This is an optimization exercise on Yosys and OpenROAD, whose aim is small area and a short achievable clock period, not a production implementation. Where RTL was checked, it was by simulation tests only, not by an equivalence proof against the original.

## maple
==> module RAM_FINAL, before the edit <==
module RAM_FINAL (
    input clk , rst , rx_valid ,
    input [0:9] din ,
    output reg tx_valid ,
    output reg [0:7] dout
);
reg [7:0] waddr, raddr;
reg [0:7] wdata;
reg [0:7] pf;
reg [2:0] q;
reg r;
reg ready;
wire clearing = ~ready;
reg wr_hit;
reg wr_flag;
reg [3:0] k;
reg rd_seen;
wire [3:0] k_next = {k[2] & k[1] & k[0], k[2] ^ (k[1] & k[0]), k[1] ^ k[0], ~k[0]};
wire [2:0] q_next = {q[2] ^ ~(q[1] | q[0]), q[1] ^ ~q[0], ~q[0]};
wire wr_now = wr_flag & ~k[3] & wr_hit;
wire [0:7] wval = clearing ? 8'd0 : wdata;
wire [0:7] wx = wval ^ {8{r}};
wire [0:7] last [0:31];
genvar g;
generate
    for (g = 0; g < 32; g = g + 1) begin : g_ring
        reg [0:7] s0, s1, s2, s3, s4, s5, s6, s7;
        wire sel = clearing | (wr_now & (waddr[7:3] == g));
        always @ (posedge clk)
        begin
            s0 <= ~(sel ? wx : s7);
            s1 <= s0;
            s2 <= s1;
            s3 <= s2;
            s4 <= s3;
            s5 <= s4;
            s6 <= s5;
            s7 <= s6;
        end
        assign last[g] = s7;
    end
endgenerate
wire [0:7] m1 [0:7];
wire [0:7] m2 [0:1];
genvar h;
generate
    for (h = 0; h < 8; h = h + 1) begin : g_m1
        assign m1[h] = last[4 * h + raddr[4:3]];
    end
    for (h = 0; h < 2; h = h + 1) begin : g_m2
        assign m2[h] = m1[4 * h + raddr[6:5]];
    end
endgenerate
wire [0:7] tap = m2[raddr[7]];
wire fwd = clearing | (wr_now & (waddr == raddr));
always @ (posedge clk or negedge rst)
begin
    if (!rst)
    begin
        q <= 3'd0;
        r <= 1'b0;
        ready <= 1'b0;
    end
    else
    begin
        q <= q_next;
        if (q == 3'd0) r <= ~r;
        if (q == 3'd1) ready <= 1'b1;
    end
end
reg [0:7] tq;
reg tq_ok;
always @ (posedge clk)
begin
    tq <= tap ^ {8{r}};
    tq_ok <= (raddr[2:0] == q) & ~fwd;
    if (fwd) pf <= wval;
    else if (tq_ok) pf <= tq;
end
always @ (posedge clk)
    wr_hit <= (waddr[2:0] == q_next);
always @ (posedge clk)
begin
    if (rx_valid && din[0:1] == 2'b01) wdata <= din[2:9];
    if (rx_valid && din[0:1] == 2'b11) dout <= pf;
end
always @ (posedge clk or negedge rst)
begin
    if (!rst)
    begin
        waddr <= 8'd0;
        raddr <= 8'd0;
        tx_valid <= 1'b0;
        k <= 4'd0;
        rd_seen <= 1'b0;
        wr_flag <= 1'b0;
    end
    else
    begin
        if (rx_valid)
        begin
            wr_flag <= (din[0:1] == 2'b01);
            case (din[0:1])
                2'b00: begin
                    waddr <= din[2:9];
                    tx_valid <= 1'b0;
                    k <= 4'd0;
                end
                2'b01: begin
                    tx_valid <= 1'b0;
                    k <= 4'd0;
                end
                2'b10: begin
                    raddr <= din[2:9];
                    k <= 4'd0;
                end
                2'b11: begin
                    tx_valid <= 1'b1;
                    rd_seen <= 1'b1;
                    if (!rd_seen) k <= 4'd0;
                end
            endcase
        end
        else if (!k[3])
        begin
            tx_valid <= rd_seen;
            k <= k_next;
        end
        else tx_valid <= 1'b0;
    end
end
endmodule
==> module SPI_SLAVE_FINAL, before the edit <==
module SPI_SLAVE_FINAL(
    input MOSI , clk , rst ,
    tx_valid , ss_n ,
    input [0:7] tx_data ,
    output reg MISO , rx_valid ,
    output reg [0:9] rx_data );
reg [3:0] i;
reg miso_n;
wire miso_next = (cs == IDLE) ? 1'b0 : (send ? (~i[3] & tx_data[i[2:0]]) : ~miso_n);
reg [1:0] cs;
localparam IDLE = 2'b00,
CHK_CMD = 2'b01,
WRITE = 2'b10;
function [3:0] inc;
    input [3:0] v;
    case (v)
        4'd0: inc = 4'd1;
        4'd1: inc = 4'd2;
        4'd2: inc = 4'd3;
        4'd3: inc = 4'd4;
        4'd4: inc = 4'd5;
        4'd5: inc = 4'd6;
        4'd6: inc = 4'd7;
        4'd7: inc = 4'd8;
        4'd8: inc = 4'd9;
        default: inc = 4'd0;
    endcase
endfunction
wire send = (cs == CHK_CMD) & ~ss_n & tx_valid;
wire recv = (cs == WRITE) & (~ss_n | (i == 4'd9));
always @ (posedge clk)
begin
    if (cs == IDLE) i <= 4'd0;
    else if (send | (recv & ~ss_n)) i <= inc(i);
    if (cs == IDLE) rx_data <= 10'b0;
    else if (recv) rx_data <= {rx_data[1:9], MOSI};
end
always @ (posedge clk or negedge rst)
begin
if (!rst)
    begin
        MISO <= 1'b0;
        miso_n <= 1'b1;
        rx_valid <= 1'b0;
        cs <= IDLE;
    end
else
    begin
        rx_valid <= recv & (i == 4'd9);
        MISO <= miso_next;
        miso_n <= ~miso_next;
        case (cs)
            CHK_CMD: cs <= ss_n ? IDLE : (tx_valid ? (i[3] ? IDLE : CHK_CMD) : WRITE);
            WRITE:   cs <= (ss_n | (i == 4'd9)) ? IDLE : WRITE;
            default: cs <= ss_n ? IDLE : CHK_CMD;
        endcase
    end
end
endmodule
Settings: LEC_CHECK=0, CAP_MARGIN=15, CELL_PAD_IN_SITES_DETAIL_PLACEMENT=1, CORE_MARGIN=2, CORE_UTILIZATION=50, CTS_CLUSTER_DIAMETER=80, CTS_CLUSTER_SIZE=32, PLACE_DENSITY=0.6, SETUP_SLACK_MARGIN=4.85, SLEW_MARGIN=15; clock period 7.5 ns.
run.sh (not shown) runs the stock make flow with config.mk's settings and CLKGATE_MAP_FILE= SYNTH_SCRIPT=/design/flow/synth_recipe.tcl, a recipe that flattens the netlist after the stock synthesis.
The following lists how pine was set up differently from maple:
--- a/flow/design.v
+++ b/flow/design.v
@@ -10,7 +10,5 @@
 reg [2:0] q;
 reg r;
-reg ready;
-wire clearing = ~ready;
-reg wr_hit;
+reg clearing;
 reg wr_flag;
 reg [3:0] k;
@@ -18,5 +16,5 @@
 wire [3:0] k_next = {k[2] & k[1] & k[0], k[2] ^ (k[1] & k[0]), k[1] ^ k[0], ~k[0]};
 wire [2:0] q_next = {q[2] ^ ~(q[1] | q[0]), q[1] ^ ~q[0], ~q[0]};
-wire wr_now = wr_flag & ~k[3] & wr_hit;
+wire wr_now = wr_flag & ~k[3] & (waddr[2:0] == q);
 wire [0:7] wval = clearing ? 8'd0 : wdata;
 wire [0:7] wx = wval ^ {8{r}};
@@ -41,16 +39,4 @@
     end
 endgenerate
-wire [0:7] m1 [0:7];
-wire [0:7] m2 [0:1];
-genvar h;
-generate
-    for (h = 0; h < 8; h = h + 1) begin : g_m1
-        assign m1[h] = last[4 * h + raddr[4:3]];
-    end
-    for (h = 0; h < 2; h = h + 1) begin : g_m2
-        assign m2[h] = m1[4 * h + raddr[6:5]];
-    end
-endgenerate
-wire [0:7] tap = m2[raddr[7]];
 wire fwd = clearing | (wr_now & (waddr == raddr));
 always @ (posedge clk or negedge rst)
@@ -58,7 +44,7 @@
     if (!rst)
     begin
-        q <= 3'd0;
+        q <= 3'd7;
         r <= 1'b0;
-        ready <= 1'b0;
+        clearing <= 1'b1;
     end
     else
@@ -66,18 +52,12 @@
         q <= q_next;
         if (q == 3'd0) r <= ~r;
-        if (q == 3'd1) ready <= 1'b1;
+        if (q == 3'd0) clearing <= 1'b0;
     end
 end
-reg [0:7] tq;
-reg tq_ok;
 always @ (posedge clk)
 begin
-    tq <= tap ^ {8{r}};
-    tq_ok <= (raddr[2:0] == q) & ~fwd;
     if (fwd) pf <= wval;
-    else if (tq_ok) pf <= tq;
+    else if (raddr[2:0] == q) pf <= last[raddr[7:3]] ^ {8{r}};
 end
-always @ (posedge clk)
-    wr_hit <= (waddr[2:0] == q_next);
 always @ (posedge clk)
 begin
@@ -138,6 +118,4 @@
     output reg [0:9] rx_data );
 reg [3:0] i;
-reg miso_n;
-wire miso_next = (cs == IDLE) ? 1'b0 : (send ? (~i[3] & tx_data[i[2:0]]) : ~miso_n);
 reg [1:0] cs;
 localparam IDLE = 2'b00,
@@ -161,10 +139,12 @@
 wire send = (cs == CHK_CMD) & ~ss_n & tx_valid;
 wire recv = (cs == WRITE) & (~ss_n | (i == 4'd9));
+integer j;
 always @ (posedge clk)
 begin
     if (cs == IDLE) i <= 4'd0;
     else if (send | (recv & ~ss_n)) i <= inc(i);
-    if (cs == IDLE) rx_data <= 10'b0;
-    else if (recv) rx_data <= {rx_data[1:9], MOSI};
+    for (j = 0; j < 10; j = j + 1)
+        if (cs == IDLE) rx_data[j] <= 1'b0;
+        else if (recv && i == j) rx_data[j] <= MOSI;
 end
 always @ (posedge clk or negedge rst)
@@ -173,5 +153,4 @@
     begin
         MISO <= 1'b0;
-        miso_n <= 1'b1;
         rx_valid <= 1'b0;
         cs <= IDLE;
@@ -180,6 +159,6 @@
     begin
         rx_valid <= recv & (i == 4'd9);
-        MISO <= miso_next;
-        miso_n <= ~miso_next;
+        if (cs == IDLE) MISO <= 1'b0;
+        else if (send) MISO <= ~i[3] & tx_data[i[2:0]];
         case (cs)
             CHK_CMD: cs <= ss_n ? IDLE : (tx_valid ? (i[3] ? IDLE : CHK_CMD) : WRITE);
==> run notes <==
From maple to pine the numbers moved as follows: maximum number of pins on one net before global-route repair lower, total of plain and repair buffers excluding clock buffers rose about 230%. Between maple and pine, the difference in clock network area share is negligible. Run comparison: maple launching instance or port of the critical path SPI.MISO; pine launching instance or port of the critical path u_Ram.raddr[7]. The higher clock buffer count in the final layout of maple and pine is in maple. Routed wirelength normalized by instance count came out higher on pine than on maple. Proportion of cell area occupied by multi-input gates, maple and pine: smaller value in maple. When pine is measured against maple, its simple-gate share of the synthesized area turns out 2.3 points higher.
No functional check of the RTL was part of pine.

[what the ideal ports hide]
Ports are ideal in the flow. The routed layouts listed here were re-timed in OpenROAD. Step 1 (the two cells are an assumption about what drives the block):
set clk [get_ports {clk}]
set_driving_cell -lib_cell sky130_fd_sc_hd__clkbuf_16 $clk
set_driving_cell -lib_cell sky130_fd_sc_hd__buf_2 [delete_from_list [all_inputs] $clk]
Step 2 times the ports against the registers' clock, not the clock port: input delays grow and output delays shrink by t, the midpoint of the rising clock arrivals with the driver on. Slacks: ideal ports / drivers / drivers and shift; pairs: ideal ports / drivers.
| run | t (ns) | slack for setup (ns) | slew at the worst register clock pin (ns) | worst data-port slew with drivers (ns) |
|---|---|---|---|---|
| maple | 0.732 | 4.821 / 4.756 / 4.253 | 0.12 / 0.12 | 0.04 |
| pine | 0.750 | 4.731 / 4.731 / 4.227 | 0.12 / 0.12 | 0.03 |
After both steps every run listed still meets setup and hold. For maple, which loses most, drivers alone change the setup slack by -0.065 ns; drivers and shift together by -0.568 ns.
